This is an optimization exercise on Yosys and OpenROAD, whose aim is small area and a short achievable clock period, not a production implementation. At most, simulation tests tie the RTL to the original design; equivalence was not proved. Power and IR drop assume default switching activity.

## cpu
module cpu( clk, rst_n, hlt, pc, imem_data, dmem_addr, dmem_wdata, dmem_we, dmem_rdata);
    input clk, rst_n;
    output hlt;
    output [15:0] pc;
    input [15:0] imem_data;
    output [15:0] dmem_addr, dmem_wdata;
    output dmem_we;
    input [15:0] dmem_rdata;
    wire [15:0] inst = imem_data;
    wire [3:0] op = inst[15:12];
    wire rst = ~rst_n;
    wire op_add  = (op == 4'h0);
    wire op_sub  = (op == 4'h1);
    wire op_xor  = (op == 4'h2);
    wire op_red  = (op == 4'h3);
    wire op_sll  = (op == 4'h4);
    wire op_sra  = (op == 4'h5);
    wire op_ror  = (op == 4'h6);
    wire op_padd = (op == 4'h7);
    wire op_lw   = (op == 4'h8);
    wire op_sw   = (op == 4'h9);
    wire op_llb  = (op == 4'hA);
    wire op_lhb  = (op == 4'hB);
    wire op_b    = (op == 4'hC);
    wire op_br   = (op == 4'hD);
    wire op_pcs  = (op == 4'hE);
    wire op_hlt  = (op == 4'hF);
    wire op_mem  = op_lw | op_sw;
    wire op_sh   = op_sll | op_sra | op_ror;
    reg [15:0] pc_r;
    reg [2:0] flags_r;    
    reg [255:0] rf;
    wire [3:0] rr1 = (op_llb | op_lhb) ? inst[11:8] : inst[7:4];
    wire [3:0] rr2 = op_sw ? inst[11:8] : inst[3:0];
    wire [15:0] rs, rtr;
    wire [15:0] sel1, sel2;
    genvar d;
    generate for (d = 0; d < 16; d = d + 1) begin : dec
        assign sel1[d] = (rr1 == d);
  ...
export LEC_CHECK = 0
export CAP_MARGIN = 20
export CORE_MARGIN = 2
export CORE_UTILIZATION = 40
export PLACE_DENSITY = 0.6
export SETUP_SLACK_MARGIN = 5
export SLEW_MARGIN = 20
export SYNTH_HIERARCHICAL = 1
create_clock -name core_clock -period 22.0 [get_ports {clk}]
run.sh (not shown) runs the stock make flow with config.mk's settings and CLKGATE_MAP_FILE= SYNTH_SCRIPT=/design/flow/synth_recipe.tcl, a recipe that flattens the netlist after the stock synthesis.
Edit:
--- a/flow/design.v
+++ b/flow/design.v
@@ -23,28 +23,27 @@
     wire op_lhb  = (op == 4'hB);
     wire op_b    = (op == 4'hC);
     wire op_br   = (op == 4'hD);
     wire op_pcs  = (op == 4'hE);
     wire op_hlt  = (op == 4'hF);
     wire op_mem  = op_lw | op_sw;
     wire op_sh   = op_sll | op_sra | op_ror;
     reg [15:0] pc_r;
     reg [2:0] flags_r;    
     reg [255:0] rf;
-    wire [3:0] rr1 = (op_llb | op_lhb) ? inst[11:8] : inst[7:4];
-    wire [3:0] rr2 = op_sw ? inst[11:8] : inst[3:0];
+    wire m2 = op_sw | op_llb | op_lhb;
     wire [15:0] rs, rtr;
     wire [15:0] sel1, sel2;
     genvar d;
     generate for (d = 0; d < 16; d = d + 1) begin : dec
-        assign sel1[d] = (rr1 == d);
-        assign sel2[d] = (rr2 == d);
+        assign sel1[d] = (inst[7:4] == d);
+        assign sel2[d] = m2 ? (inst[11:8] == d) : (inst[3:0] == d);
     end endgenerate
     rdport RP1 (.rf(rf), .sel(sel1), .q(rs));
     rdport RP2 (.rf(rf), .sel(sel2), .q(rtr));
     wire [15:0] rd;
     wire [2:0] flags;
     alu ALU0 (.inst(inst), .rs(rs), .rtr(rtr), .flags_r(flags_r), .rd(rd), .flags(flags));
     wire [15:0] ci, cb;
     wire [14:0] pn, pb;
     assign ci[0] = 1'b1;
     assign cb[0] = 1'b1;
@@ -70,22 +69,22 @@
             3'b101: cond = fN | fZ;
             3'b110: cond = fV;
             default: cond = 1'b1;
         endcase
     end
     wire [15:0] pc_new = (op_b & cond) ? pc_br :
                          (op_br & cond) ? rs :
                          op_hlt ? pc_r : pc_next;
     wire rf_we = ~(op_sw | op_b | op_br | op_hlt);
     wire [15:0] wdata = op_lw ? dmem_rdata :
-                        op_llb ? {rs[15:8], inst[7:0]} :
-                        op_lhb ? {inst[7:0], rs[7:0]} :
+                        op_llb ? {rtr[15:8], inst[7:0]} :
+                        op_lhb ? {inst[7:0], rtr[7:0]} :
                         op_pcs ? pc_next : rd;
     integer k;
     always @(posedge clk) begin
         pc_r <= rst ? 16'h0000 : pc_new;
         flags_r <= rst ? 3'b000 : flags;
         for (k = 0; k < 16; k = k + 1)
             if (rst | (rf_we && inst[11:8] == k))
                 rf[16*k +: 16] <= wdata & {16{rst_n}};
     end
     assign pc = pc_r;
@@ -143,42 +142,39 @@
     assign padd[15:12] = (ov0 & ~(rs[15] ^ rtr[15])) ? (rs[15] ? 4'h1 : 4'h7) : n3;
     wire [9:0] X = {2'b0, rs[7:0]} + {2'b0, rtr[7:0]} + {2'b0, rs[15:8]} + {2'b0, rtr[15:8]};
     wire [8:0] lo9 = {1'b0, rs[7:0]} + {1'b0, rtr[7:0]};
     wire [8:0] hi9 = {1'b0, rs[15:8]} + {1'b0, rtr[15:8]};
     wire c1 = lo9[8];
     wire c2 = hi9[8];
     wire kk = X[8] ^ c1 ^ c2;
     wire [4:0] T = {4'b0, kk} + (c1 ? 5'd15 : 5'd0) + (c2 ? 5'd15 : 5'd0);
     wire [15:0] red = {{4{T[4]}}, T[3:0], X[7:0]};
     wire [3:0] n = inst[3:0];
-    wire [3:0] rot = op_sll ? (4'd0 - n) : n;
-    wire [31:0] rr = {rs, rs} >> rot;
-    reg [15:0] sh;
-    integer j;
-    always @(*) begin
-        for (j = 0; j < 16; j = j + 1) begin
-            if (op_sll && (j < n))
-                sh[j] = 1'b0;
-            else if (op_sra && (j > 15 - n))
-                sh[j] = rs[15];
-            else
-                sh[j] = rr[j];
-        end
-    end
+    wire [3:0] r = op_sll ? (4'd0 - n) : n;
+    wire [15:0] s1 = r[0] ? {rs[0],   rs[15:1]} : rs;
+    wire [15:0] s2 = r[1] ? {s1[1:0], s1[15:2]} : s1;
+    wire [15:0] s3 = r[2] ? {s2[3:0], s2[15:4]} : s2;
+    wire [15:0] s4 = r[3] ? {s3[7:0], s3[15:8]} : s3;
+    wire [15:0] lowm = ~(16'hFFFF << n);
+    wire [15:0] him  = ~(16'hFFFF >> n);
+    wire [15:0] kill = ({16{op_sll}} & lowm) | ({16{op_sra}} & him);
+    wire [15:0] fill = {16{op_sra & rs[15]}} & him;
+    wire [15:0] sh = (s4 & ~kill) | fill;
     always @(*) begin
         case (op)
             4'h0, 4'h1: rd = addsat;
             4'h2: rd = rs ^ rtr;
             4'h3: rd = red;
             4'h4, 4'h5, 4'h6: rd = sh;
             4'h7: rd = padd;
             4'h8, 4'h9: rd = S;
+            4'hA, 4'hB: rd = rtr;
             default: rd = rs;
         endcase
     end
     always @(*) begin
         if (op_add | op_sub)
             flags = {~ovf & S[15], ovf, ~ovf & (S == 16'h0000)};
         else if (op_xor | op_sh)
             flags = {flags_r[2:1], flags_r[0] | (rd == 16'h0000)};
         else
             flags = flags_r;
Outcome: The new run completed with no timing, DRC or antenna violations; clock skew decreases by 0.0093 ns; cell count came out higher by 1.0%; setup slack gains 0.18 ns; power decreases by 5.8%; synthesized area rises by 1.9%; worst hold slack gains 0.019 ns; critical path depth shrinks by 3; wire length climbs by 3.2%; non-clock buffer count is higher by 8.
No functional check of the RTL was part of the second run of this note.

---

Another version of the RTL of cpu (not shown whole).
Size in the first run: roughly 280 flip-flops, about 84 I/O pins, ~17,000 um2 of cells after synthesis.
==> module alu, before the edit <==
module alu(inst, rs, rtr, flags_r, rd, flags);
    input [15:0] inst, rs, rtr;
    input [2:0] flags_r;
    output reg [15:0] rd;
    output reg [2:0] flags;
    wire [3:0] op = inst[15:12];
    wire op_add  = (op == 4'h0);
    wire op_sub  = (op == 4'h1);
    wire op_xor  = (op == 4'h2);
    wire op_red  = (op == 4'h3);
    wire op_sll  = (op == 4'h4);
    wire op_sra  = (op == 4'h5);
    wire op_ror  = (op == 4'h6);
    wire op_padd = (op == 4'h7);
    wire op_lw   = (op == 4'h8);
    wire op_sw   = (op == 4'h9);
    wire op_mem  = op_lw | op_sw;
    wire op_sh   = op_sll | op_sra | op_ror;
    wire sub = op_sub;
    wire [15:0] A = op_mem ? {rs[15:1], 1'b0} : rs;
    wire [15:0] Bsrc = op_mem ? {{11{inst[3]}}, inst[3:0], 1'b0} : rtr;
    wire [15:0] B = sub ? ~Bsrc : Bsrc;
    wire k8 = ~op_red;
    wire [16:0] xa = {A[15:8], k8, A[7:0]};
    wire [16:0] xb = {B[15:8], 1'b0, B[7:0]};
    wire [17:0] xs = xa + xb + {16'b0, sub};
    wire [15:0] S = {xs[16:9], xs[7:0]};
    wire ovf = (A[15] == B[15]) & (S[15] != A[15]);
    wire [15:0] addsat = ovf ? (A[15] ? 16'h0100 : 16'h7FFF) : S;
    wire [3:0] n0 = rs[3:0] + rtr[3:0];
    wire [3:0] n1 = rs[7:4] + rtr[7:4];
    wire [3:0] n2 = rs[11:8] + rtr[11:8];
    wire [3:0] n3 = rs[15:12] + rtr[15:12];
    wire ov0 = (rs[3] == rtr[3]) & (n0[3] != rs[3]);
    wire ov1 = (rs[7] == rtr[7]) & (n1[3] != rs[7]);
    wire [15:0] padd;
    assign padd[3:0]   = ov0 ? (rs[3] ? 4'h1 : 4'h7) : n0;
    assign padd[7:4]   = ov1 ? (rs[7] ? 4'h1 : 4'h7) : n1;
    assign padd[11:8]  = (ov0 & ~(rs[11] ^ rtr[11])) ? (rs[11] ? 4'h1 : 4'h7) : n2;
    assign padd[15:12] = (ov0 & ~(rs[15] ^ rtr[15])) ? (rs[15] ? 4'h1 : 4'h7) : n3;
    wire c1 = xs[8];
    wire c2 = xs[17];
    wire [8:0] ab = {1'b0, S[7:0]} + {1'b0, S[15:8]};
    wire kk = ab[8];
    wire [4:0] T = {4'b0, kk} + (c1 ? 5'd15 : 5'd0) + (c2 ? 5'd15 : 5'd0);
    wire [15:0] red = {{4{T[4]}}, T[3:0], ab[7:0]};
    wire [3:0] n = inst[3:0];
    wire [3:0] r = op_sll ? (4'd0 - n) : n;
    wire [15:0] s1 = r[0] ? {rs[0],   rs[15:1]} : rs;
    wire [15:0] s2 = r[1] ? {s1[1:0], s1[15:2]} : s1;
    wire [15:0] s3 = r[2] ? {s2[3:0], s2[15:4]} : s2;
    wire [15:0] s4 = r[3] ? {s3[7:0], s3[15:8]} : s3;
    wire [15:0] lowm = ~(16'hFFFF << n);
    wire [15:0] him  = ~(16'hFFFF >> n);
    wire [15:0] kill = ({16{op_sll}} & lowm) | ({16{op_sra}} & him);
    wire [15:0] fill = {16{op_sra & rs[15]}} & him;
    wire [15:0] sh = (s4 & ~kill) | fill;
    always @(*) begin
        case (op)
            4'h0, 4'h1: rd = addsat;
            4'h2: rd = rs ^ rtr;
            4'h3: rd = red;
            4'h4, 4'h5, 4'h6: rd = sh;
            4'h7: rd = padd;
            4'h8, 4'h9: rd = S;
            4'hA, 4'hB: rd = rtr;
            default: rd = rs;
        endcase
    end
    always @(*) begin
        if (op_add | op_sub)
            flags = {~ovf & S[15], ovf, ~ovf & (S == 16'h0000)};
        else if (op_xor | op_sh)
            flags = {flags_r[2:1], flags_r[0] | (rd == 16'h0000)};
        else
            flags = flags_r;
    end
endmodule
clock: 22.0 ns
lec_check: 0
cap_margin: 20
core_margin: 2
core_utilization: 40
cts_cluster_diameter: 80
cts_cluster_size: 22
place_density: 0.6
slew_margin: 20
synth_hierarchical: 1
standard.sh (not shown) runs the stock make flow with config.mk's settings and CLKGATE_MAP_FILE= SYNTH_SCRIPT=/design/flow/synth_recipe.tcl, a recipe that flattens the netlist after the stock synthesis.
==> flow/flow/run.sh <==
#!/bin/bash
# The standard layout (standard.sh) with two changes:
#  - synthesis is ORFS's synth.tcl and synth_recipe.tcl unchanged except for the one ABC call,
#    which maps each module with its own ABC script: alu with $W/flow/abc_area2.script, rdport with $S/abc_speed.script,
#    cpu with $W/flow/abc_area2.script (scripts named flow/... are in this folder, the others are ORFS's);
#  - the port buffers are buf_2 cells;
#  - repair_timing aims for 7 ns of setup slack (SETUP_SLACK_MARGIN=7).
# make's output goes to standard.log; ORFS keeps each step's log under orfs/logs/.
set -euo pipefail
W=$(pwd)
S=$FLOW_HOME/scripts
ALU=$W/flow/abc_area2.script; RDP=$S/abc_speed.script; CPU=$W/flow/abc_area2.script
sed 's|^  log_cmd abc {\*}\$abc_args$|  log_cmd abc {*}[lreplace $abc_args 1 1 '"$ALU"'] alu\n  log_cmd abc {*}[lreplace $abc_args 1 1 '"$RDP"'] rdport\n  log_cmd abc {*}[lreplace $abc_args 1 1 '"$CPU"'] cpu|' \
  "$S/synth.tcl" > "$W/flow_synth.tcl"
grep -q "lreplace .abc_args 1 1 $CPU. cpu" "$W/flow_synth.tcl"
sed "s|source \$::env(SCRIPTS_DIR)/synth.tcl|source $W/flow_synth.tcl|" "$W/synth_recipe.tcl" > "$W/flow_synth_recipe.tcl"
grep -q "source $W/flow_synth.tcl" "$W/flow_synth_recipe.tcl"
sed "s|SYNTH_SCRIPT=[^ ]*|SYNTH_SCRIPT=$W/flow_synth_recipe.tcl|" "$W/standard.sh" > "$W/standard_mix.sh"
grep -q "SYNTH_SCRIPT=$W/flow_synth_recipe.tcl" "$W/standard_mix.sh"
export SETUP_SLACK_MARGIN=7
export BUFFER_PORTS_ARGS="-buffer_cell sky130_fd_sc_hd__buf_2"
bash "$W/standard_mix.sh" > standard.log 2>&1
==> flow/flow/abc_area2.script <==
strash
&get -n
&dch -f
&nf -R 1000
&put
topo
stime -c
buffer -c
upsize -c
dnsize -c
Next try:
--- a/flow/design.v
+++ b/flow/design.v
@@ -123,36 +123,36 @@
     wire op_mem  = op_lw | op_sw;
     wire op_sh   = op_sll | op_sra | op_ror;
     wire sub = op_sub;
     wire [15:0] A = op_mem ? {rs[15:1], 1'b0} : rs;
     wire [15:0] Bsrc = op_mem ? {{11{inst[3]}}, inst[3:0], 1'b0} : rtr;
     wire [15:0] B = sub ? ~Bsrc : Bsrc;
-    wire k8 = ~op_red;
-    wire [16:0] xa = {A[15:8], k8, A[7:0]};
-    wire [16:0] xb = {B[15:8], 1'b0, B[7:0]};
-    wire [17:0] xs = xa + xb + {16'b0, sub};
-    wire [15:0] S = {xs[16:9], xs[7:0]};
+    wire [15:0] S = A + B + {15'b0, sub};
+    wire [15:0] px = A ^ B;
     wire ovf = (A[15] == B[15]) & (S[15] != A[15]);
-    wire [15:0] addsat = ovf ? (A[15] ? 16'h0100 : 16'h7FFF) : S;
+    wire sat = ovf & (op_add | op_sub);
+    wire [15:0] addsat = sat ? (A[15] ? 16'h0100 : 16'h7FFF) : S;
     wire [3:0] n0 = rs[3:0] + rtr[3:0];
     wire [3:0] n1 = rs[7:4] + rtr[7:4];
     wire [3:0] n2 = rs[11:8] + rtr[11:8];
     wire [3:0] n3 = rs[15:12] + rtr[15:12];
     wire ov0 = (rs[3] == rtr[3]) & (n0[3] != rs[3]);
     wire ov1 = (rs[7] == rtr[7]) & (n1[3] != rs[7]);
     wire [15:0] padd;
     assign padd[3:0]   = ov0 ? (rs[3] ? 4'h1 : 4'h7) : n0;
     assign padd[7:4]   = ov1 ? (rs[7] ? 4'h1 : 4'h7) : n1;
     assign padd[11:8]  = (ov0 & ~(rs[11] ^ rtr[11])) ? (rs[11] ? 4'h1 : 4'h7) : n2;
     assign padd[15:12] = (ov0 & ~(rs[15] ^ rtr[15])) ? (rs[15] ? 4'h1 : 4'h7) : n3;
-    wire c1 = xs[8];
-    wire c2 = xs[17];
-    wire [8:0] ab = {1'b0, S[7:0]} + {1'b0, S[15:8]};
-    wire kk = ab[8];
+    wire [9:0] X = {2'b0, rs[7:0]} + {2'b0, rtr[7:0]} + {2'b0, rs[15:8]} + {2'b0, rtr[15:8]};
+    wire [8:0] lo9 = {1'b0, rs[7:0]} + {1'b0, rtr[7:0]};
+    wire [8:0] hi9 = {1'b0, rs[15:8]} + {1'b0, rtr[15:8]};
+    wire c1 = lo9[8];
+    wire c2 = hi9[8];
+    wire kk = X[8] ^ c1 ^ c2;
     wire [4:0] T = {4'b0, kk} + (c1 ? 5'd15 : 5'd0) + (c2 ? 5'd15 : 5'd0);
-    wire [15:0] red = {{4{T[4]}}, T[3:0], ab[7:0]};
+    wire [15:0] red = {{4{T[4]}}, T[3:0], X[7:0]};
     wire [3:0] n = inst[3:0];
     wire [3:0] r = op_sll ? (4'd0 - n) : n;
     wire [15:0] s1 = r[0] ? {rs[0],   rs[15:1]} : rs;
     wire [15:0] s2 = r[1] ? {s1[1:0], s1[15:2]} : s1;
     wire [15:0] s3 = r[2] ? {s2[3:0], s2[15:4]} : s2;
     wire [15:0] s4 = r[3] ? {s3[7:0], s3[15:8]} : s3;
@@ -160,25 +160,23 @@
     wire [15:0] him  = ~(16'hFFFF >> n);
     wire [15:0] kill = ({16{op_sll}} & lowm) | ({16{op_sra}} & him);
     wire [15:0] fill = {16{op_sra & rs[15]}} & him;
     wire [15:0] sh = (s4 & ~kill) | fill;
     always @(*) begin
         case (op)
-            4'h0, 4'h1: rd = addsat;
-            4'h2: rd = rs ^ rtr;
+            4'h0, 4'h1, 4'h8, 4'h9: rd = addsat;
+            4'h2: rd = px;
             4'h3: rd = red;
             4'h4, 4'h5, 4'h6: rd = sh;
             4'h7: rd = padd;
-            4'h8, 4'h9: rd = S;
-            4'hA, 4'hB: rd = rtr;
-            default: rd = rs;
+            default: rd = op[3:1] == 3'b101 ? rtr : rs;
         endcase
     end
     always @(*) begin
         if (op_add | op_sub)
-            flags = {~ovf & S[15], ovf, ~ovf & (S == 16'h0000)};
+            flags = {rd[15], ovf, rd == 16'h0000};
         else if (op_xor | op_sh)
             flags = {flags_r[2:1], flags_r[0] | (rd == 16'h0000)};
         else
             flags = flags_r;
     end
 endmodule
Result:
- register-to-register slack improved by 0.26 ns
- maximum frequency decreases by 0.58%
- synthesized area increases by 1.6%
- via count decreases by 1.1%
- design area decreases by 4.4%
- setup slack got worse by 0.087 ns
- wire length decreases by about 1.8%
- sequential share of layout area increases by 1.8 points
- sequential power increases by about 2%
- non-clock buffer count decreases by 41

afterwards: timing with drivers on the ports:
In the flow no input, the clock included, has a driving cell. The finished layouts below were timed again as built, in two steps. Step 1, drivers: a clkbuf_16 drives clk and a buf_2 each remaining input, both assumed. Step 2 also shifts input and output timing later by t, the mid clock arrival at the registers, as if the neighbouring blocks saw the same clock. a / b / c = no drivers / after step 1 / after step 2; a / b = the first two.
| run | t (ns) | setup slack, ns | hold slack, ns | worst register clock-pin slew, ns | worst data-port slew with drivers (ns) |
|---|---|---|---|---|---|
| the first run of note 1 | 0.624 | 5.394 / 5.367 / 5.367 | 0.568 / 0.568 / 0.568 | 0.07 / 0.07 | 0.05 |
| the second run of note 1 | 0.617 | 5.577 / 5.549 / 5.549 | 0.587 / 0.587 / 0.587 | 0.07 / 0.07 | 0.06 |
| the first run of note 2 | 0.587 | 7.109 / 7.070 / 7.070 | 0.597 / 0.597 / 0.597 | 0.10 / 0.10 | 0.11 |
| the second run of note 2 | 0.559 | 7.022 / 6.999 / 6.999 | 0.610 / 0.610 / 0.610 | 0.09 / 0.09 | 0.07 |
After both steps every run listed still meets setup and hold. The setup slack of the first run of note 2, which loses most, moves by -0.039 ns with the drivers and by -0.039 ns with both steps.
